This design comes from an exercise in tuning for a short achievable clock period and few clock cycles on the open sky130 flow, not from production work.
The RTL was checked by simulation tests, not by an equivalence proof against the original design.
No driver is modelled on the clock port, so clocking that relies on it looks cheaper here than on a real chip.
Power and IR drop assume default switching activity.

==> design/flow/design.v <==
module conv(
    input rst,
    input clk,
    output reg M0_R_req,
    output [31:0] M0_addr,
    input [31:0] M0_R_data,
    output [3:0] M0_W_req,
    output [31:0] M0_W_data,
    output reg M1_R_req,
    output [31:0] M1_addr,
    input [31:0] M1_R_data,
    output reg [3:0] M1_W_req,
    output reg [31:0] M1_W_data,
    input start,
    output reg finish
);
    assign M0_W_req  = 4'd0;
    assign M0_W_data = 32'd0;
    reg        busy;           
    reg  [9:0] raddr;          
    reg  [9:0] rcnt;           
    reg        rv;             
    reg  [3:0] wsel;           
    reg  [4:0] col;            
    reg  [4:0] row;            
    reg        colok, rowok;   
    reg  [2:0] ov;             
    reg  [9:0] waddr;          
    assign M0_addr = {20'd0, raddr, 2'b00};
    assign M1_addr = {20'd0, waddr, 2'b00};
    wire pix_in = rv & (wsel == 4'd9);
    always @(posedge clk) begin
        if (rst) begin
            busy     <= 1'b0;
            finish   <= 1'b0;
            M0_R_req <= 1'b0;
            rv       <= 1'b0;
            ov       <= 3'd0;
            M1_R_req <= 1'b0;
            M1_W_req <= 4'd0;
            raddr    <= 10'd784;
            waddr    <= 10'd0;
        end else begin
            if (start && !busy && !finish) begin
                busy     <= 1'b1;
                M0_R_req <= 1'b1;
                raddr    <= 10'd784;
                rcnt     <= 10'd0;
                wsel     <= 4'd0;
                col      <= 5'd0;
                row      <= 5'd0;
                colok    <= 1'b0;
                rowok    <= 1'b0;
                waddr    <= 10'd0;
            end
            if (M0_R_req) begin
                rcnt  <= rcnt + 10'd1;
                raddr <= (raddr == 10'd792) ? 10'd0 : raddr + 10'd1;
                if (rcnt == 10'd792) M0_R_req <= 1'b0;
            end
            rv <= M0_R_req;
            if (rv) begin
                if (wsel != 4'd9) wsel <= wsel + 4'd1;
                if (pix_in) begin
                    if (col == 5'd27) begin
                        col   <= 5'd0;
                        colok <= 1'b0;
                        row   <= row + 5'd1;
                        if (row == 5'd1) rowok <= 1'b1;
                    end else begin
                        col <= col + 5'd1;
                        if (col == 5'd1) colok <= 1'b1;
                    end
                end
            end
            ov <= {ov[1:0], pix_in & colok & rowok};
            M1_R_req <= ov[2];
            M1_W_req <= {4{ov[2]}};
            if (M1_R_req) waddr <= waddr + 10'd1;
            if (M1_R_req && waddr == 10'd675) begin
                finish <= 1'b1;
                busy   <= 1'b0;
            end
        end
    end
    wire [47:0] t0_0, t0_1, t0_2, t0_3;
    conv_mul mul0(.clk(clk), .x(M0_R_data), .wload(rv && wsel == 4'd0), .t0(t0_0), .t1(t0_1), .t2(t0_2), .t3(t0_3));
    wire [47:0] t1_0, t1_1, t1_2, t1_3;
    conv_mul mul1(.clk(clk), .x(M0_R_data), .wload(rv && wsel == 4'd1), .t0(t1_0), .t1(t1_1), .t2(t1_2), .t3(t1_3));
    wire [47:0] t2_0, t2_1, t2_2, t2_3;
    conv_mul mul2(.clk(clk), .x(M0_R_data), .wload(rv && wsel == 4'd2), .t0(t2_0), .t1(t2_1), .t2(t2_2), .t3(t2_3));
    wire [47:0] t3_0, t3_1, t3_2, t3_3;
    conv_mul mul3(.clk(clk), .x(M0_R_data), .wload(rv && wsel == 4'd3), .t0(t3_0), .t1(t3_1), .t2(t3_2), .t3(t3_3));
    wire [47:0] t4_0, t4_1, t4_2, t4_3;
    conv_mul mul4(.clk(clk), .x(M0_R_data), .wload(rv && wsel == 4'd4), .t0(t4_0), .t1(t4_1), .t2(t4_2), .t3(t4_3));
    wire [47:0] t5_0, t5_1, t5_2, t5_3;
    conv_mul mul5(.clk(clk), .x(M0_R_data), .wload(rv && wsel == 4'd5), .t0(t5_0), .t1(t5_1), .t2(t5_2), .t3(t5_3));
    wire [47:0] t6_0, t6_1, t6_2, t6_3;
    conv_mul mul6(.clk(clk), .x(M0_R_data), .wload(rv && wsel == 4'd6), .t0(t6_0), .t1(t6_1), .t2(t6_2), .t3(t6_3));
    wire [47:0] t7_0, t7_1, t7_2, t7_3;
    conv_mul mul7(.clk(clk), .x(M0_R_data), .wload(rv && wsel == 4'd7), .t0(t7_0), .t1(t7_1), .t2(t7_2), .t3(t7_3));
    wire [47:0] t8_0, t8_1, t8_2, t8_3;
    conv_mul mul8(.clk(clk), .x(M0_R_data), .wload(rv && wsel == 4'd8), .t0(t8_0), .t1(t8_1), .t2(t8_2), .t3(t8_3));
    reg [31:0] rs [0:8];
    reg [31:0] rc [0:8];
    reg [31:0] d2 [0:24];
    reg [31:0] d5 [0:24];
    wire [47:0] q0_0s0 = t0_0 ^ t0_1 ^ t0_2;
    wire [47:0] q0_0c0 = {(t0_0[46:0] & t0_1[46:0]) | (t0_0[46:0] & t0_2[46:0]) | (t0_1[46:0] & t0_2[46:0]), 1'b0};
    wire [47:0] q0_1s0 = q0_0s0 ^ q0_0c0 ^ t0_3;
    wire [47:0] q0_1c0 = {(q0_0s0[46:0] & q0_0c0[46:0]) | (q0_0s0[46:0] & t0_3[46:0]) | (q0_0c0[46:0] & t0_3[46:0]), 1'b0};
    wire [16:0] lo0 = {1'b0, q0_1s0[15:0]} + {1'b0, q0_1c0[15:0]};
    wire [31:0] ns0 = q0_1s0[47:16] ^ q0_1c0[47:16];
    wire [31:0] nc0 = {q0_1s0[46:16] & q0_1c0[46:16], lo0[16]};
    wire [47:0] as1 = {rs[0], 16'd0};
    wire [47:0] ac1 = {rc[0], 16'd0};
    wire [47:0] q1_0s0 = t1_0 ^ t1_1 ^ t1_2;
    wire [47:0] q1_0c0 = {(t1_0[46:0] & t1_1[46:0]) | (t1_0[46:0] & t1_2[46:0]) | (t1_1[46:0] & t1_2[46:0]), 1'b0};
    wire [47:0] q1_0s1 = t1_3 ^ as1 ^ ac1;
    wire [47:0] q1_0c1 = {(t1_3[46:0] & as1[46:0]) | (t1_3[46:0] & ac1[46:0]) | (as1[46:0] & ac1[46:0]), 1'b0};
    wire [47:0] q1_1s0 = q1_0s0 ^ q1_0c0 ^ q1_0s1;
    wire [47:0] q1_1c0 = {(q1_0s0[46:0] & q1_0c0[46:0]) | (q1_0s0[46:0] & q1_0s1[46:0]) | (q1_0c0[46:0] & q1_0s1[46:0]), 1'b0};
    wire [47:0] q1_2s0 = q1_1s0 ^ q1_1c0 ^ q1_0c1;
    wire [47:0] q1_2c0 = {(q1_1s0[46:0] & q1_1c0[46:0]) | (q1_1s0[46:0] & q1_0c1[46:0]) | (q1_1c0[46:0] & q1_0c1[46:0]), 1'b0};
    wire [16:0] lo1 = {1'b0, q1_2s0[15:0]} + {1'b0, q1_2c0[15:0]};
    wire [31:0] ns1 = q1_2s0[47:16] ^ q1_2c0[47:16];
    wire [31:0] nc1 = {q1_2s0[46:16] & q1_2c0[46:16], lo1[16]};
    wire [47:0] as2 = {rs[1], 16'd0};
    wire [47:0] ac2 = {rc[1], 16'd0};
    wire [47:0] q2_0s0 = t2_0 ^ t2_1 ^ t2_2;
    wire [47:0] q2_0c0 = {(t2_0[46:0] & t2_1[46:0]) | (t2_0[46:0] & t2_2[46:0]) | (t2_1[46:0] & t2_2[46:0]), 1'b0};
    wire [47:0] q2_0s1 = t2_3 ^ as2 ^ ac2;
    wire [47:0] q2_0c1 = {(t2_3[46:0] & as2[46:0]) | (t2_3[46:0] & ac2[46:0]) | (as2[46:0] & ac2[46:0]), 1'b0};
    wire [47:0] q2_1s0 = q2_0s0 ^ q2_0c0 ^ q2_0s1;
    wire [47:0] q2_1c0 = {(q2_0s0[46:0] & q2_0c0[46:0]) | (q2_0s0[46:0] & q2_0s1[46:0]) | (q2_0c0[46:0] & q2_0s1[46:0]), 1'b0};
    wire [47:0] q2_2s0 = q2_1s0 ^ q2_1c0 ^ q2_0c1;
    wire [47:0] q2_2c0 = {(q2_1s0[46:0] & q2_1c0[46:0]) | (q2_1s0[46:0] & q2_0c1[46:0]) | (q2_1c0[46:0] & q2_0c1[46:0]), 1'b0};
    wire [16:0] lo2 = {1'b0, q2_2s0[15:0]} + {1'b0, q2_2c0[15:0]};
    wire [31:0] ns2 = q2_2s0[47:16] ^ q2_2c0[47:16];
    wire [31:0] nc2 = {q2_2s0[46:16] & q2_2c0[46:16], lo2[16]};
    wire [47:0] a3 = {d2[24], 16'd0};
    wire [47:0] q3_0s0 = t3_0 ^ t3_1 ^ t3_2;
    wire [47:0] q3_0c0 = {(t3_0[46:0] & t3_1[46:0]) | (t3_0[46:0] & t3_2[46:0]) | (t3_1[46:0] & t3_2[46:0]), 1'b0};
    wire [47:0] q3_1s0 = q3_0s0 ^ q3_0c0 ^ t3_3;
    wire [47:0] q3_1c0 = {(q3_0s0[46:0] & q3_0c0[46:0]) | (q3_0s0[46:0] & t3_3[46:0]) | (q3_0c0[46:0] & t3_3[46:0]), 1'b0};
    wire [47:0] q3_2s0 = q3_1s0 ^ q3_1c0 ^ a3;
    wire [47:0] q3_2c0 = {(q3_1s0[46:0] & q3_1c0[46:0]) | (q3_1s0[46:0] & a3[46:0]) | (q3_1c0[46:0] & a3[46:0]), 1'b0};
    wire [16:0] lo3 = {1'b0, q3_2s0[15:0]} + {1'b0, q3_2c0[15:0]};
    wire [31:0] ns3 = q3_2s0[47:16] ^ q3_2c0[47:16];
    wire [31:0] nc3 = {q3_2s0[46:16] & q3_2c0[46:16], lo3[16]};
    wire [47:0] as4 = {rs[3], 16'd0};
    wire [47:0] ac4 = {rc[3], 16'd0};
    wire [47:0] q4_0s0 = t4_0 ^ t4_1 ^ t4_2;
    wire [47:0] q4_0c0 = {(t4_0[46:0] & t4_1[46:0]) | (t4_0[46:0] & t4_2[46:0]) | (t4_1[46:0] & t4_2[46:0]), 1'b0};
    wire [47:0] q4_0s1 = t4_3 ^ as4 ^ ac4;
    wire [47:0] q4_0c1 = {(t4_3[46:0] & as4[46:0]) | (t4_3[46:0] & ac4[46:0]) | (as4[46:0] & ac4[46:0]), 1'b0};
    wire [47:0] q4_1s0 = q4_0s0 ^ q4_0c0 ^ q4_0s1;
    wire [47:0] q4_1c0 = {(q4_0s0[46:0] & q4_0c0[46:0]) | (q4_0s0[46:0] & q4_0s1[46:0]) | (q4_0c0[46:0] & q4_0s1[46:0]), 1'b0};
    wire [47:0] q4_2s0 = q4_1s0 ^ q4_1c0 ^ q4_0c1;
    wire [47:0] q4_2c0 = {(q4_1s0[46:0] & q4_1c0[46:0]) | (q4_1s0[46:0] & q4_0c1[46:0]) | (q4_1c0[46:0] & q4_0c1[46:0]), 1'b0};
    wire [16:0] lo4 = {1'b0, q4_2s0[15:0]} + {1'b0, q4_2c0[15:0]};
    wire [31:0] ns4 = q4_2s0[47:16] ^ q4_2c0[47:16];
    wire [31:0] nc4 = {q4_2s0[46:16] & q4_2c0[46:16], lo4[16]};
    wire [47:0] as5 = {rs[4], 16'd0};
    wire [47:0] ac5 = {rc[4], 16'd0};
    wire [47:0] q5_0s0 = t5_0 ^ t5_1 ^ t5_2;
    wire [47:0] q5_0c0 = {(t5_0[46:0] & t5_1[46:0]) | (t5_0[46:0] & t5_2[46:0]) | (t5_1[46:0] & t5_2[46:0]), 1'b0};
    wire [47:0] q5_0s1 = t5_3 ^ as5 ^ ac5;
    wire [47:0] q5_0c1 = {(t5_3[46:0] & as5[46:0]) | (t5_3[46:0] & ac5[46:0]) | (as5[46:0] & ac5[46:0]), 1'b0};
    wire [47:0] q5_1s0 = q5_0s0 ^ q5_0c0 ^ q5_0s1;
    wire [47:0] q5_1c0 = {(q5_0s0[46:0] & q5_0c0[46:0]) | (q5_0s0[46:0] & q5_0s1[46:0]) | (q5_0c0[46:0] & q5_0s1[46:0]), 1'b0};
    wire [47:0] q5_2s0 = q5_1s0 ^ q5_1c0 ^ q5_0c1;
    wire [47:0] q5_2c0 = {(q5_1s0[46:0] & q5_1c0[46:0]) | (q5_1s0[46:0] & q5_0c1[46:0]) | (q5_1c0[46:0] & q5_0c1[46:0]), 1'b0};
    wire [16:0] lo5 = {1'b0, q5_2s0[15:0]} + {1'b0, q5_2c0[15:0]};
    wire [31:0] ns5 = q5_2s0[47:16] ^ q5_2c0[47:16];
    wire [31:0] nc5 = {q5_2s0[46:16] & q5_2c0[46:16], lo5[16]};
    wire [47:0] a6 = {d5[24], 16'd0};
    wire [47:0] q6_0s0 = t6_0 ^ t6_1 ^ t6_2;
    wire [47:0] q6_0c0 = {(t6_0[46:0] & t6_1[46:0]) | (t6_0[46:0] & t6_2[46:0]) | (t6_1[46:0] & t6_2[46:0]), 1'b0};
    wire [47:0] q6_1s0 = q6_0s0 ^ q6_0c0 ^ t6_3;
    wire [47:0] q6_1c0 = {(q6_0s0[46:0] & q6_0c0[46:0]) | (q6_0s0[46:0] & t6_3[46:0]) | (q6_0c0[46:0] & t6_3[46:0]), 1'b0};
    wire [47:0] q6_2s0 = q6_1s0 ^ q6_1c0 ^ a6;
    wire [47:0] q6_2c0 = {(q6_1s0[46:0] & q6_1c0[46:0]) | (q6_1s0[46:0] & a6[46:0]) | (q6_1c0[46:0] & a6[46:0]), 1'b0};
    wire [16:0] lo6 = {1'b0, q6_2s0[15:0]} + {1'b0, q6_2c0[15:0]};
    wire [31:0] ns6 = q6_2s0[47:16] ^ q6_2c0[47:16];
    wire [31:0] nc6 = {q6_2s0[46:16] & q6_2c0[46:16], lo6[16]};
    wire [47:0] as7 = {rs[6], 16'd0};
    wire [47:0] ac7 = {rc[6], 16'd0};
    wire [47:0] q7_0s0 = t7_0 ^ t7_1 ^ t7_2;
    wire [47:0] q7_0c0 = {(t7_0[46:0] & t7_1[46:0]) | (t7_0[46:0] & t7_2[46:0]) | (t7_1[46:0] & t7_2[46:0]), 1'b0};
    wire [47:0] q7_0s1 = t7_3 ^ as7 ^ ac7;
    wire [47:0] q7_0c1 = {(t7_3[46:0] & as7[46:0]) | (t7_3[46:0] & ac7[46:0]) | (as7[46:0] & ac7[46:0]), 1'b0};
    wire [47:0] q7_1s0 = q7_0s0 ^ q7_0c0 ^ q7_0s1;
    wire [47:0] q7_1c0 = {(q7_0s0[46:0] & q7_0c0[46:0]) | (q7_0s0[46:0] & q7_0s1[46:0]) | (q7_0c0[46:0] & q7_0s1[46:0]), 1'b0};
    wire [47:0] q7_2s0 = q7_1s0 ^ q7_1c0 ^ q7_0c1;
    wire [47:0] q7_2c0 = {(q7_1s0[46:0] & q7_1c0[46:0]) | (q7_1s0[46:0] & q7_0c1[46:0]) | (q7_1c0[46:0] & q7_0c1[46:0]), 1'b0};
    wire [16:0] lo7 = {1'b0, q7_2s0[15:0]} + {1'b0, q7_2c0[15:0]};
    wire [31:0] ns7 = q7_2s0[47:16] ^ q7_2c0[47:16];
    wire [31:0] nc7 = {q7_2s0[46:16] & q7_2c0[46:16], lo7[16]};
    wire [47:0] as8 = {rs[7], 16'd0};
    wire [47:0] ac8 = {rc[7], 16'd0};
    wire [47:0] q8_0s0 = t8_0 ^ t8_1 ^ t8_2;
    wire [47:0] q8_0c0 = {(t8_0[46:0] & t8_1[46:0]) | (t8_0[46:0] & t8_2[46:0]) | (t8_1[46:0] & t8_2[46:0]), 1'b0};
    wire [47:0] q8_0s1 = t8_3 ^ as8 ^ ac8;
    wire [47:0] q8_0c1 = {(t8_3[46:0] & as8[46:0]) | (t8_3[46:0] & ac8[46:0]) | (as8[46:0] & ac8[46:0]), 1'b0};
    wire [47:0] q8_1s0 = q8_0s0 ^ q8_0c0 ^ q8_0s1;
    wire [47:0] q8_1c0 = {(q8_0s0[46:0] & q8_0c0[46:0]) | (q8_0s0[46:0] & q8_0s1[46:0]) | (q8_0c0[46:0] & q8_0s1[46:0]), 1'b0};
    wire [47:0] q8_2s0 = q8_1s0 ^ q8_1c0 ^ q8_0c1;
    wire [47:0] q8_2c0 = {(q8_1s0[46:0] & q8_1c0[46:0]) | (q8_1s0[46:0] & q8_0c1[46:0]) | (q8_1c0[46:0] & q8_0c1[46:0]), 1'b0};
    wire [16:0] lo8 = {1'b0, q8_2s0[15:0]} + {1'b0, q8_2c0[15:0]};
    wire [31:0] ns8 = q8_2s0[47:16] ^ q8_2c0[47:16];
    wire [31:0] nc8 = {q8_2s0[46:16] & q8_2c0[46:16], lo8[16]};
    integer j;
    always @(posedge clk) begin
        rs[0] <= ns0;
        rc[0] <= nc0;
        rs[1] <= ns1;
        rc[1] <= nc1;
        rs[2] <= ns2;
        rc[2] <= nc2;
        rs[3] <= ns3;
        rc[3] <= nc3;
        rs[4] <= ns4;
        rc[4] <= nc4;
        rs[5] <= ns5;
        rc[5] <= nc5;
        rs[6] <= ns6;
        rc[6] <= nc6;
        rs[7] <= ns7;
        rc[7] <= nc7;
        rs[8] <= ns8;
        rc[8] <= nc8;
        d2[0] <= rs[2] + rc[2];
        d5[0] <= rs[5] + rc[5];
        for (j = 1; j < 25; j = j + 1) begin
            d2[j] <= d2[j-1];
            d5[j] <= d5[j-1];
        end
        M1_W_data <= rs[8] + rc[8];
    end
endmodule
module conv_mul(
    input             clk,
    input      [31:0] x,         
    input             wload,     
    output reg [47:0] t0,
    output reg [47:0] t1,
    output reg [47:0] t2,
    output reg [47:0] t3
);
    reg [31:0] w;                
    reg [34:0] w3;               
    reg [10:0] neg, m1, m2, m3, m4;   
    wire [34:0] xe = {x[31], x[31], x, 1'b0};
    integer k;
    always @(posedge clk) begin
        if (wload) w <= x;
        w3 <= {{3{w[31]}}, w} + {{2{w[31]}}, w, 1'b0};
        for (k = 0; k < 11; k = k + 1) begin
            neg[k] <= xe[3*k+3];
            case (xe[3*k +: 4])
                4'b0000, 4'b1111: {m1[k], m2[k], m3[k], m4[k]} <= 4'b0000;
                4'b0001, 4'b0010, 4'b1101, 4'b1110: {m1[k], m2[k], m3[k], m4[k]} <= 4'b1000;
                4'b0011, 4'b0100, 4'b1011, 4'b1100: {m1[k], m2[k], m3[k], m4[k]} <= 4'b0100;
                4'b0101, 4'b0110, 4'b1001, 4'b1010: {m1[k], m2[k], m3[k], m4[k]} <= 4'b0010;
                default: {m1[k], m2[k], m3[k], m4[k]} <= 4'b0001;
            endcase
        end
    end
    wire [34:0] w1 = {{3{w[31]}}, w};
    wire [34:0] w2 = {{2{w[31]}}, w, 1'b0};
    wire [34:0] w4 = {{1{w[31]}}, w, 2'b0};
    wire [34:0] mag0 = ({35{m1[0]}} & w1) | ({35{m2[0]}} & w2) | ({35{m3[0]}} & w3) | ({35{m4[0]}} & w4);
    wire [34:0] v0 = mag0 ^ {35{neg[0]}};
    wire [47:0] pp0 = {13'd0, {~v0[34], v0[33:0]}};
    wire [34:0] mag1 = ({35{m1[1]}} & w1) | ({35{m2[1]}} & w2) | ({35{m3[1]}} & w3) | ({35{m4[1]}} & w4);
    wire [34:0] v1 = mag1 ^ {35{neg[1]}};
    wire [47:0] pp1 = {10'd0, {~v1[34], v1[33:0]}, 3'd0};
    wire [34:0] mag2 = ({35{m1[2]}} & w1) | ({35{m2[2]}} & w2) | ({35{m3[2]}} & w3) | ({35{m4[2]}} & w4);
    wire [34:0] v2 = mag2 ^ {35{neg[2]}};
    wire [47:0] pp2 = {7'd0, {~v2[34], v2[33:0]}, 6'd0};
    wire [34:0] mag3 = ({35{m1[3]}} & w1) | ({35{m2[3]}} & w2) | ({35{m3[3]}} & w3) | ({35{m4[3]}} & w4);
    wire [34:0] v3 = mag3 ^ {35{neg[3]}};
    wire [47:0] pp3 = {4'd0, {~v3[34], v3[33:0]}, 9'd0};
    wire [34:0] mag4 = ({35{m1[4]}} & w1) | ({35{m2[4]}} & w2) | ({35{m3[4]}} & w3) | ({35{m4[4]}} & w4);
    wire [34:0] v4 = mag4 ^ {35{neg[4]}};
    wire [47:0] pp4 = {1'd0, {~v4[34], v4[33:0]}, 12'd0};
    wire [34:0] mag5 = ({35{m1[5]}} & w1) | ({35{m2[5]}} & w2) | ({35{m3[5]}} & w3) | ({35{m4[5]}} & w4);
    wire [34:0] v5 = mag5 ^ {35{neg[5]}};
    wire [47:0] pp5 = {v5[32:0], 15'd0};
    wire [34:0] mag6 = ({35{m1[6]}} & w1) | ({35{m2[6]}} & w2) | ({35{m3[6]}} & w3) | ({35{m4[6]}} & w4);
    wire [34:0] v6 = mag6 ^ {35{neg[6]}};
    wire [47:0] pp6 = {v6[29:0], 18'd0};
    wire [34:0] mag7 = ({35{m1[7]}} & w1) | ({35{m2[7]}} & w2) | ({35{m3[7]}} & w3) | ({35{m4[7]}} & w4);
    wire [34:0] v7 = mag7 ^ {35{neg[7]}};
    wire [47:0] pp7 = {v7[26:0], 21'd0};
    wire [34:0] mag8 = ({35{m1[8]}} & w1) | ({35{m2[8]}} & w2) | ({35{m3[8]}} & w3) | ({35{m4[8]}} & w4);
    wire [34:0] v8 = mag8 ^ {35{neg[8]}};
    wire [47:0] pp8 = {v8[23:0], 24'd0};
    wire [34:0] mag9 = ({35{m1[9]}} & w1) | ({35{m2[9]}} & w2) | ({35{m3[9]}} & w3) | ({35{m4[9]}} & w4);
    wire [34:0] v9 = mag9 ^ {35{neg[9]}};
    wire [47:0] pp9 = {v9[20:0], 27'd0};
    wire [34:0] mag10 = ({35{m1[10]}} & w1) | ({35{m2[10]}} & w2) | ({35{m3[10]}} & w3) | ({35{m4[10]}} & w4);
    wire [34:0] v10 = mag10 ^ {35{neg[10]}};
    wire [47:0] pp10 = {v10[17:0], 30'd0};
    wire [47:0] nc = {1'b1, 1'b0, 1'b1, 1'b1, 1'b0, 1'b1, 1'b1, 1'b0, 1'b1, 1'b1, 1'b0, 1'b1, 1'b1, 1'b1, 1'b0, 1'b0, 1'b0, neg[10], 1'b0, 1'b0, neg[9], 1'b0, 1'b0, neg[8], 1'b0, 1'b0, neg[7], 1'b0, 1'b0, neg[6], 1'b0, 1'b0, neg[5], 1'b0, 1'b0, neg[4], 1'b0, 1'b0, neg[3], 1'b0, 1'b0, neg[2], 1'b0, 1'b0, neg[1], 1'b0, 1'b0, neg[0]};
    wire [47:0] b0s0 = pp0 ^ pp1 ^ pp2;
    wire [47:0] b0c0 = {(pp0[46:0] & pp1[46:0]) | (pp0[46:0] & pp2[46:0]) | (pp1[46:0] & pp2[46:0]), 1'b0};
    wire [47:0] b0s1 = pp3 ^ pp4 ^ pp5;
    wire [47:0] b0c1 = {(pp3[46:0] & pp4[46:0]) | (pp3[46:0] & pp5[46:0]) | (pp4[46:0] & pp5[46:0]), 1'b0};
    wire [47:0] b0s2 = pp6 ^ pp7 ^ pp8;
    wire [47:0] b0c2 = {(pp6[46:0] & pp7[46:0]) | (pp6[46:0] & pp8[46:0]) | (pp7[46:0] & pp8[46:0]), 1'b0};
    wire [47:0] b0s3 = pp9 ^ pp10 ^ nc;
    wire [47:0] b0c3 = {(pp9[46:0] & pp10[46:0]) | (pp9[46:0] & nc[46:0]) | (pp10[46:0] & nc[46:0]), 1'b0};
    wire [47:0] b1s0 = b0s0 ^ b0c0 ^ b0s1;
    wire [47:0] b1c0 = {(b0s0[46:0] & b0c0[46:0]) | (b0s0[46:0] & b0s1[46:0]) | (b0c0[46:0] & b0s1[46:0]), 1'b0};
    wire [47:0] b1s1 = b0c1 ^ b0s2 ^ b0c2;
    wire [47:0] b1c1 = {(b0c1[46:0] & b0s2[46:0]) | (b0c1[46:0] & b0c2[46:0]) | (b0s2[46:0] & b0c2[46:0]), 1'b0};
    wire [47:0] b2s0 = b1s0 ^ b1c0 ^ b1s1;
    wire [47:0] b2c0 = {(b1s0[46:0] & b1c0[46:0]) | (b1s0[46:0] & b1s1[46:0]) | (b1c0[46:0] & b1s1[46:0]), 1'b0};
    wire [47:0] b2s1 = b1c1 ^ b0s3 ^ b0c3;
    wire [47:0] b2c1 = {(b1c1[46:0] & b0s3[46:0]) | (b1c1[46:0] & b0c3[46:0]) | (b0s3[46:0] & b0c3[46:0]), 1'b0};
    always @(posedge clk) begin
        t0 <= b2s0;
        t1 <= b2c0;
        t2 <= b2s1;
        t3 <= b2c1;
    end
endmodule
==> design/flow/flow/run.sh <==
#!/bin/bash
set -euo pipefail
MARGIN=${MARGIN:-8.6}
HERE=$(pwd)
bash standard.sh synth > synth.log 2>&1
bash standard.sh SETUP_SLACK_MARGIN=$MARGIN POST_CTS_TCL=$HERE/flow/post_cts.tcl finish > layout.log 2>&1
==> design/flow/flow/post_cts.tcl <==
set block [ord::get_db_block]
set clk_net [$block findNet clk]
set root {}
set loads [$clk_net getITerms]
if {[llength $loads] == 1} {
  set it [lindex $loads 0]
  set inst [$it getInst]
  if {[string match "sky130_fd_sc_hd__clkbuf_*" [[$inst getMaster] getName]]} {
    set root $inst
  }
}
if {$root ne {}} {
  set out_net [[$root findITerm X] getNet]
  set sinks {}
  foreach it [$out_net getITerms] {
    if {[$it getInst] ne $root} { lappend sinks $it }
  }
  if {[llength $sinks] <= 4 && [llength [$out_net getBTerms]] == 0} {
    puts "post_cts: removing root clock buffer [$root getName] ([llength $sinks] loads)"
    foreach it $sinks {
      $it disconnect
      $it connect $clk_net
    }
    [$root findITerm A] disconnect
    [$root findITerm X] disconnect
    odb::dbInst_destroy $root
    odb::dbNet_destroy $out_net
  } else {
    puts "post_cts: root buffer kept ([llength $sinks] loads)"
  }
}
estimate_parasitics -placement
report_clock_skew
repair_timing_helper
detailed_placement
check_placement -verbose
report_clock_skew
report_worst_slack -max
==> design/flow/standard.sh <==
#!/bin/bash
# synth_recipe.tcl (not shown) runs the flow's synth.tcl, then flattens the netlist and writes it again
# the make line also repeats each setting of config.mk as NAME=value (left out here)
make -C /OpenROAD-flow-scripts/flow DESIGN_CONFIG=/design/flow/config.mk WORK_HOME=/design/flow/orfs CLKGATE_MAP_FILE= SYNTH_SCRIPT=/design/flow/synth_recipe.tcl "${@:-finish}"
==> design/flow/config.mk <==
export PLATFORM = sky130hd
export DESIGN_NAME = conv
export DESIGN_NICKNAME = conv
export VERILOG_FILES = /design/flow/design.v
export SDC_FILE = /design/flow/constraint.sdc
export NUM_CORES = 8
export LEC_CHECK = 0
export CAP_MARGIN = 30
export CORE_MARGIN = 2
export CORE_UTILIZATION = 65
export PLACE_DENSITY = 0.75
export SLEW_MARGIN = 30
export SYNTH_HIERARCHICAL = 1
==> design/flow/constraint.sdc <==
create_clock -name core_clock -period 12.0 [get_ports {clk}]
set_input_delay 2.4000 -clock core_clock [delete_from_list [all_inputs] [get_ports {clk}]]
set_output_delay 2.4000 -clock core_clock [all_outputs]
set_load 0.01 [all_outputs]
==> impl_metrics.tcl, run 1 <==
set metrics [dict create \
    hp-class "reg2reg" \
    multi_input_area_sq_um 177000 \
    drc_errors 0 \
    crit_arrival_ns 1.41 \
    synthFlopType "dfxtp_1" \
    fin_crit_ns 3.81 \
    crit_family "flip-flops" \
    critPathRequiredTime_ns 9.60 \
    io-pin-count 206 \
    cts_num_sinks 4665 \
    path_buf_inv 2 \
    core_sq_um 460000 \
    ys_ff_latch 4665 \
    start_util_pct 65.2 \
    vias 222000 \
    tightest_slew_ns 1.20 \
    post-route-period-util_pct 31.8 \
    grt_pass1_wl_mm 1390 \
    cellPowerDensity_nw_per_um2 289 \
    finalHoldViolations 0 \
    startpoint_type "flip-flop" \
    grt.total_usage_pct 38.5 \
    crit_chain "buf_12 > buf_6" \
    dpl.cell_count 32400 \
    final_nets 31400 \
    timing.final.ws_setup_ns 8.19 \
    wl_met1_mm 314 \
    synth_cell_types 96 \
    die-area_sq_um 467000 \
    dr_wl_met2_mm 413 \
    synth_top_area_share_pct 29.0 \
    wl_per_cell_um 27.5 \
    status "complete, no violations" \
    clkTransAtPathRegs_ns 0.07 \
    routed.top_layer "met5" \
    n_fill_cell 33600 \
    firstDrtPassIters 11 \
    synth_area_per_cell_sq_um 10.6 \
    wl_mm 919 \
    worstSetupEndpointType "output pin" \
    finalSetupTns_ns 0 \
    combPwrFrac_pct 54.7 \
    post-route-cell-area_sq_um 319000 \
    antenna_left 0 \
    area_growth_pct 6.25 \
    layout-drive-gt1-share_pct 7.44 \
    syn_area_sq_um 300000 \
    rows 249 \
    p_leak_nw 138 \
    die_x_um 683 \
    slowest_delay_ns 0.33 \
    worstSkewPairLatency_ns 0.85 \
    critPathSlowestCell "dfxtp_2" \
    yosys.area.top_type "dfxtp_1" \
    die_h_um 683 \
    dr.first_iter.drc_count 30400 \
    synth_area_leaders "dfxtp_1, fa_1, a221oi_1" \
    relSlewSlack_pct 20.2 \
    fmax_mhz 262 \
    power_switching_share_pct 43.1 \
    instances_no_fill 33400 \
    yosysSeqAreaShare_pct 32.2 \
    grt_pass1_vias 223000 \
    pre_cts_ws_ns 7.14 \
    p_clk_share_pct 16.3 \
    worstSetupPathType "reg2out" \
    seq_power_share_pct 29.0 \
    grt_max_degree 46 \
    gr-total-overflow 0 \
    cts_tree "done" \
    ys_async_sr_fraction_pct 0 \
    dpl-instance-area_sq_um 301000 \
    seq_area_sq_um 96900 \
    via_per_inst 6.65 \
    synthMostInstantiatedCell "dfxtp_1" \
    maxCapViolCount 0 \
    synthTopCellsByCount "dfxtp_1, inv_1, fa_1" \
    dp_hpwl_mm 617 \
    peakVddDrop_mv 0.568 \
    cp_max_fo 2 \
    yosysWarnings 12 \
    synth_edf_count 314 \
    postSynthCellCount 28300 \
    wl_met3_mm 104 \
    slew_viol_final 0 \
    numPortBuffers 93 \
    rsz0062_at_grt "true" \
    p_total_mw 92.1 \
    antenna_found_initial 48 \
    setup_viol 0 \
    skew_ns 0.111 \
    internal_power_mw 52.4 \
    place_congestion 0.978 \
    switchingPower_mw 39.7 \
]
[power by group through the flow]
stage / clock (mW) / sequential, mW / combinational (mW)
floorplan: 0 / 25.2 / 29.8
global placement: 0 / 26.7 / 46.9
detailed placement: 0 / 26.9 / 48.8
global route: 15.8 / 27.2 / 56.3
finish: 15.0 / 26.7 / 50.4
[modules after synthesis, one instance, submodules excluded]
| module | flops+latches | area (sq um) | times used | cells |
|---|---|---|---|---|
| conv | 2262 | 92600 | 1 | 7080 |
| conv_mul | 267 | 23000 | 9 | 2353 |
[stage by stage]
stage	hold slack [ns]	util [%]
3_5_place_dp	0.312	65.5
3_3_place_gp	0.310	65.5
2_1_floorplan	0.310	-
5_1_grt	0.280	69.3
6_report	0.269	69.3
[kinds of logic (layout without fill, tap and decap cells)]
kind of cell,after synthesis,count (layout),synth area share (%)
other,10,549,0.0125
XOR/XNOR,3474,3474,10.2
buffers and inverters,6951,5439,9.33
flip-flops,4665,4665,32.2
AND/OR/NAND/NOR,1608,1608,2.76
multiplexers,101,101,0.378
adder cells (fa/ha/maj),4544,4544,26.2
AO/OA/AOI/OAI,6904,6904,19.0
[cells in the final DEF, fill, tap and decap left out, types with 421 or more instances in the layout]
cell type	netlist	routed
conb_1	10	476
ha_1	1629	1629
clkbuf_16	0	464
nand2_1	490	490
a221oi_1	2460	2459
a21oi_1	421	421
a22o_1	2441	2441
inv_1	3802	3801
xor2_1	1014	1014
fa_1	2897	2896
xnor2_1	2451	2449
buf_4	480	654
dfxtp_1	4351	4142
[flip-flops by register name (all words and copies together) (netlist names), 48 cells and up]
signal and count:
d2 800, d5 800, mul0.t0 48, mul1.t0 48, mul2.t0 48, mul3.t0 48, mul4.t0 48, mul5.t0 48
mul6.t0 48, mul7.t0 48, mul8.t0 48, rc 288, rs 288
[path summary, 6_finish.rpt]
path | cells past startpoint | slack [ns] | endpoint | startpoint
hold / removal | 0 | 0.27 | d5[1][23] | d5[0][23]
hold reg to reg | 0 | 0.27 | d5[1][23] | d5[0][23]
setup reg to reg | 7 | 8.62 | mul1.t0[24] | mul1.m4[4]
setup / recovery | 2 | 8.19 | M0_R_req | M0_R_req
[routing by layer]
layer | vias to the layer above | track usage (%)
met5 | - | 0.0408
met4 | 16 | 30.0
met3 | 4654 | 9.78
met2 | 16100 | 59.9
met1 | 108000 | 45.9
li1 | 93600 | -
[area by class of cell]
type,instances,share of cell area [%]
Clock inverter,235,0.953
Antenna cell,73,0.0573
Inverter,3802,4.48
Clock buffer,611,4.04
Multi-Input combinational cell,17100,55.6
Timing Repair Buffer,791,2.02
Tap cell,6149,2.41
Sequential cell,4665,30.4
Testbench counts, summed over its fixed seeds: cycles 25,568.
==> run 2, diff against run 1 <==
--- a/design/flow/design.v
+++ b/design/flow/design.v
@@ -2,20 +2,22 @@
     input rst,
     input clk,
-    output reg M0_R_req,
+    output M0_R_req,
     output [31:0] M0_addr,
     input [31:0] M0_R_data,
     output [3:0] M0_W_req,
     output [31:0] M0_W_data,
-    output reg M1_R_req,
+    output M1_R_req,
     output [31:0] M1_addr,
     input [31:0] M1_R_data,
-    output reg [3:0] M1_W_req,
+    output [3:0] M1_W_req,
     output reg [31:0] M1_W_data,
     input start,
-    output reg finish
+    output finish
 );
     assign M0_W_req  = 4'd0;
     assign M0_W_data = 32'd0;
     reg        busy;           
+    reg        done;           
+    reg        req;            
     reg  [9:0] raddr;          
     reg  [9:0] rcnt;           
@@ -26,38 +28,38 @@
     reg        colok, rowok;   
     reg  [2:0] ov;             
+    reg        wr;             
     reg  [9:0] waddr;          
-    assign M0_addr = {20'd0, raddr, 2'b00};
-    assign M1_addr = {20'd0, waddr, 2'b00};
+    wire go      = start & ~busy & ~done;           
+    wire lastw   = wr & (waddr == 10'd675);         
+    wire n_busy  = ~rst & ((busy & ~lastw) | go);
+    wire n_done  = ~rst & (done | lastw);
+    wire n_req   = ~rst & ((req & (rcnt != 10'd792)) | go);
+    wire [9:0] n_raddr = rst ? 10'd784 :
+                         req ? ((raddr == 10'd792) ? 10'd0 : raddr + 10'd1) :
+                         go ? 10'd784 : raddr;
+    wire n_wr    = ~rst & ov[2];
+    wire [9:0] n_waddr = rst ? 10'd0 : wr ? waddr + 10'd1 : go ? 10'd0 : waddr;
     wire pix_in = rv & (wsel == 4'd9);
     always @(posedge clk) begin
+        busy  <= n_busy;
+        done  <= n_done;
+        req   <= n_req;
+        raddr <= n_raddr;
+        wr    <= n_wr;
+        waddr <= n_waddr;
         if (rst) begin
-            busy     <= 1'b0;
-            finish   <= 1'b0;
-            M0_R_req <= 1'b0;
-            rv       <= 1'b0;
-            ov       <= 3'd0;
-            M1_R_req <= 1'b0;
-            M1_W_req <= 4'd0;
-            raddr    <= 10'd784;
-            waddr    <= 10'd0;
+            rv <= 1'b0;
+            ov <= 3'd0;
         end else begin
-            if (start && !busy && !finish) begin
-                busy     <= 1'b1;
-                M0_R_req <= 1'b1;
-                raddr    <= 10'd784;
-                rcnt     <= 10'd0;
-                wsel     <= 4'd0;
-                col      <= 5'd0;
-                row      <= 5'd0;
-                colok    <= 1'b0;
-                rowok    <= 1'b0;
-                waddr    <= 10'd0;
+            if (go) begin
+                rcnt  <= 10'd0;
+                wsel  <= 4'd0;
+                col   <= 5'd0;
+                row   <= 5'd0;
+                colok <= 1'b0;
+                rowok <= 1'b0;
             end
-            if (M0_R_req) begin
-                rcnt  <= rcnt + 10'd1;
-                raddr <= (raddr == 10'd792) ? 10'd0 : raddr + 10'd1;
-                if (rcnt == 10'd792) M0_R_req <= 1'b0;
-            end
-            rv <= M0_R_req;
+            if (req) rcnt <= rcnt + 10'd1;
+            rv <= req;
             if (rv) begin
                 if (wsel != 4'd9) wsel <= wsel + 4'd1;
@@ -75,13 +77,18 @@
             end
             ov <= {ov[1:0], pix_in & colok & rowok};
-            M1_R_req <= ov[2];
-            M1_W_req <= {4{ov[2]}};
-            if (M1_R_req) waddr <= waddr + 10'd1;
-            if (M1_R_req && waddr == 10'd675) begin
-                finish <= 1'b1;
-                busy   <= 1'b0;
-            end
         end
     end
+    wire [9:0] oraddr, owaddr;
+    conv_oreg #(1)  o_finish (.clk(clk), .d(n_done), .q(finish));
+    conv_oreg #(1)  o_m0req  (.clk(clk), .d(n_req), .q(M0_R_req));
+    conv_oreg #(10) o_m0addr (.clk(clk), .d(n_raddr), .q(oraddr));
+    conv_oreg #(1)  o_m1req  (.clk(clk), .d(n_wr), .q(M1_R_req));
+    conv_oreg #(1)  o_m1we0  (.clk(clk), .d(n_wr), .q(M1_W_req[0]));
+    conv_oreg #(1)  o_m1we1  (.clk(clk), .d(n_wr), .q(M1_W_req[1]));
+    conv_oreg #(1)  o_m1we2  (.clk(clk), .d(n_wr), .q(M1_W_req[2]));
+    conv_oreg #(1)  o_m1we3  (.clk(clk), .d(n_wr), .q(M1_W_req[3]));
+    conv_oreg #(10) o_m1addr (.clk(clk), .d(n_waddr), .q(owaddr));
+    assign M0_addr = {20'd0, oraddr, 2'b00};
+    assign M1_addr = {20'd0, owaddr, 2'b00};
     wire [47:0] t0_0, t0_1, t0_2, t0_3;
     conv_mul mul0(.clk(clk), .x(M0_R_data), .wload(rv && wsel == 4'd0), .t0(t0_0), .t1(t0_1), .t2(t0_2), .t3(t0_3));
@@ -328,2 +335,9 @@
     end
 endmodule
+module conv_oreg #(parameter N = 1) (
+    input              clk,
+    input      [N-1:0] d,
+    output reg [N-1:0] q
+);
+    always @(posedge clk) q <= d;
+endmodule
--- a/design/flow/config.mk
+++ b/design/flow/config.mk
@@ -9,4 +9,6 @@
 export CORE_MARGIN = 2
 export CORE_UTILIZATION = 65
+export CTS_CLUSTER_DIAMETER = 70
+export CTS_CLUSTER_SIZE = 22
 export PLACE_DENSITY = 0.75
 export SLEW_MARGIN = 30
==> run 2 against run 1 <==
Net effect: global-route usage is 1.0 points lower; final cell count shrank 1.8%; worst hold slack improved by 0.028 ns; largest power group unchanged; non-clock buffer count fell by 12; still clean; highest routed layer unchanged.
==> impl_metrics.tcl, run 2 <==
set metrics [dict create \
    finish.utilization_pct 68.0 \
    antenna_left 0 \
    startpoint_type "flip-flop" \
    fmax_mhz 274 \
    seq_power_share_pct 30.1 \
    wl_mm 885 \
    firstDrtPassIters 14 \
    core_sq_um 459000 \
    via_per_inst 6.60 \
    numPortBuffers 93 \
    die-area_sq_um 466000 \
    p_leak_nw 135 \
    layout_common_cells "dfxtp_1, inv_1, fa_1, xnor2_1, a22o_1" \
    synth_edf_count 314 \
    gr-total-overflow 0 \
    critPathRequiredTime_ns 9.60 \
    syn_area_sq_um 299000 \
    clkTransAtPathRegs_ns 0.09 \
    maxCapViolCount 0 \
    start_util_pct 65.2 \
    rows 249 \
    grt_max_degree 43 \
    reg.largest.list "d2 x800, d5 x800" \
    synth_top_area_share_pct 29.3 \
    combPwrFrac_pct 57.1 \
    synthMostInstantiatedCell "dfxtp_1" \
    dr.first_iter.drc_count 28800 \
    switchingPower_mw 39.0 \
    grt_pass1_wl_mm 1340 \
    crit_arrival_ns 1.26 \
    slew_viol_final 0 \
    finalHoldViolations 0 \
    instances_no_fill 32800 \
    skew_ns 0.0516 \
    layout-drive-gt1-share_pct 6.47 \
    wl_per_cell_um 26.9 \
    synthFlopType "dfxtp_1" \
    timing.hold.ws_ns 0.296 \
    worstSkewPairLatency_ns 0.76 \
    finalSetupTns_ns 0 \
    worstSetupPathType "reg2out" \
    cp_max_fo 1 \
    p_total_mw 88.4 \
    grt_pass1_vias 216000 \
    tightest_slew_ns 1.11 \
    die_x_um 682 \
    cellPowerDensity_nw_per_um2 283 \
    ys_ff_latch 4692 \
    crit_chain "buf_6" \
    setup_viol 0 \
    yosysWarnings 14 \
    drc_errors 0 \
    relSlewSlack_pct 26.0 \
    vias 217000 \
    grt.total_usage_pct 37.5 \
    synth_area_per_cell_sq_um 10.7 \
    power_switching_share_pct 44.2 \
    synth_cell_types 93 \
    status "complete, no violations" \
    crit_family "flip-flops" \
    cts_num_sinks 4692 \
    synthTopCellsByCount "dfxtp_1, inv_1, fa_1" \
    die_h_um 682 \
    peakVddDrop_mv 0.415 \
    critPathSlowestCell "dfxtp_4" \
    final_nets 31000 \
    postSynthCellCount 28000 \
    fin_crit_ns 3.66 \
    hp-class "reg2reg" \
    place_congestion 0.976 \
    cts_tree "done" \
    io-pin-count 206 \
    worstSetupEndpointType "output pin" \
    dpl.cell_count 32200 \
    rsz0062_at_grt "true" \
    yosysSeqAreaShare_pct 32.5 \
    layout_commonest_cell "dfxtp_1" \
    synth_area_leaders "dfxtp_1, fa_1, xnor2_1" \
    ys_async_sr_fraction_pct 0 \
    area_growth_pct 4.39 \
    path_buf_inv 1 \
    dp_hpwl_mm 599 \
    slowest_delay_ns 0.37 \
    antenna_found_initial 48 \
    yosys.area.top_type "dfxtp_1" \
    internal_power_mw 49.4 \
    p_clk_share_pct 12.8 \
    post-route-period-util_pct 30.5 \
]
## run 2: stage by stage
| step | instance area (sq um) | setup WS, ns |
|---|---|---|
| 6_report | 312000 | 8.34 |
| 5_1_grt | 312000 | 8.32 |
| 3_5_place_dp | 301000 | 7.20 |
| 3_3_place_gp | 300000 | 7.25 |
| 2_1_floorplan | 301000 | 8.62 |
## run 2: kinds of logic after synthesis
logic type / share of synthesized area, %
and+or+nand+nor: 2.36
DFF: 32.5
other: 0.0126
AOI/OAI and AO/OA: 18.9
muxes: 0.397
buffers and inverters: 9.34
xor gates and xnor gates: 10.2
adders and majority gates: 26.3
## run 2: routing by layer
metal / vias up / routed length, um / GRT usage, %
li1: 91800 / - / -
met1: 106000 / 307000 / 45.2
met2: 14900 / 392000 / 57.7
met3: 4187 / 101000 / 9.86
met4: 18 / 84800 / 28.3
met5: - / 147 / 0.0208
## run 2: final timing paths
path | startpoint | endpoint | slack, ns | cells past startpoint
max reg2reg | mul1.w3[15] | mul1.t0[30] | 8.62 | 8
min reg2reg | d5[13][14] | d5[14][14] | 0.30 | 0
max | o_m0req.q | M0_R_req | 8.34 | 1
min | d5[13][14] | d5[14][14] | 0.30 | 0
## run 2: Yosys stat by module (local to each module, per instance), excerpt
module | flip-flops and latches | area (sq um)
conv | 2262 | 92400
conv_mul | 267 | 22900
## run 2: worst register-to-register path: cells and delay by family, from the launching register on
family	cells	cell delay [ns]
xor gates and xnor gates	1	0.21
buffers and inverters	2	0.12
adders and majority gates	3	1.57
AOI/OAI and AO/OA	2	0.31
DFF	1	1.03
## run 2: power by group through the flow
stage / combinational [mW] / sequential (mW) / clock (mW)
5_1_grt: 56.6 / 27.2 / 12.0
3_3_place_gp: 47.5 / 26.7 / 0
3_5_place_dp: 49.4 / 26.9 / 0
6_report: 50.5 / 26.6 / 11.3
2_1_floorplan: 29.9 / 25.3 / 0
## run 2: layout make-up
type,instances,area (sq um)
multi-input cells,16800,176000
fillers,34200,147000
flip-flops and latches,4692,97400
inverters,3807,14300
clock buffers,353,8100
well taps,6149,7690
repair buffers,779,6380
clock inverters,149,2200
diodes,58,145
Testbench counts of run 2, summed over its fixed seeds: cycles 25,568.

-- re-timing with driven ports --
No port has a modelled driver above. Below, the same layouts with a new extraction and two added sets of constraints.
Step 1: set_driving_cell puts a clkbuf_16 on clk and a buf_2 on each other input, an assumption about the parent block.
Step 2 also shifts input and output timing later by t, the mid clock arrival at the registers, as if the neighbouring blocks saw the same clock.
Three values: no drivers, after step 1, after step 2; two values: the first two.
| run | t (ns) | setup WS [ns] | hold slack, ns | slew at the worst register clock pin (ns) | worst data-port slew with drivers (ns) |
|---|---|---|---|---|---|
| run 1 | 1.031 | 8.190 / 7.945 / 7.668 | 0.269 / 0.269 / 0.269 | 0.08 / 0.08 | 0.21 |
| run 2 | 0.976 | 8.344 / 8.105 / 7.767 | 0.296 / 0.296 / 0.296 | 0.09 / 0.09 | 0.16 |
After both steps every run listed still meets setup and hold. For run 2, which loses most, drivers alone change the setup slack by -0.239 ns; drivers and shift together by -0.577 ns.
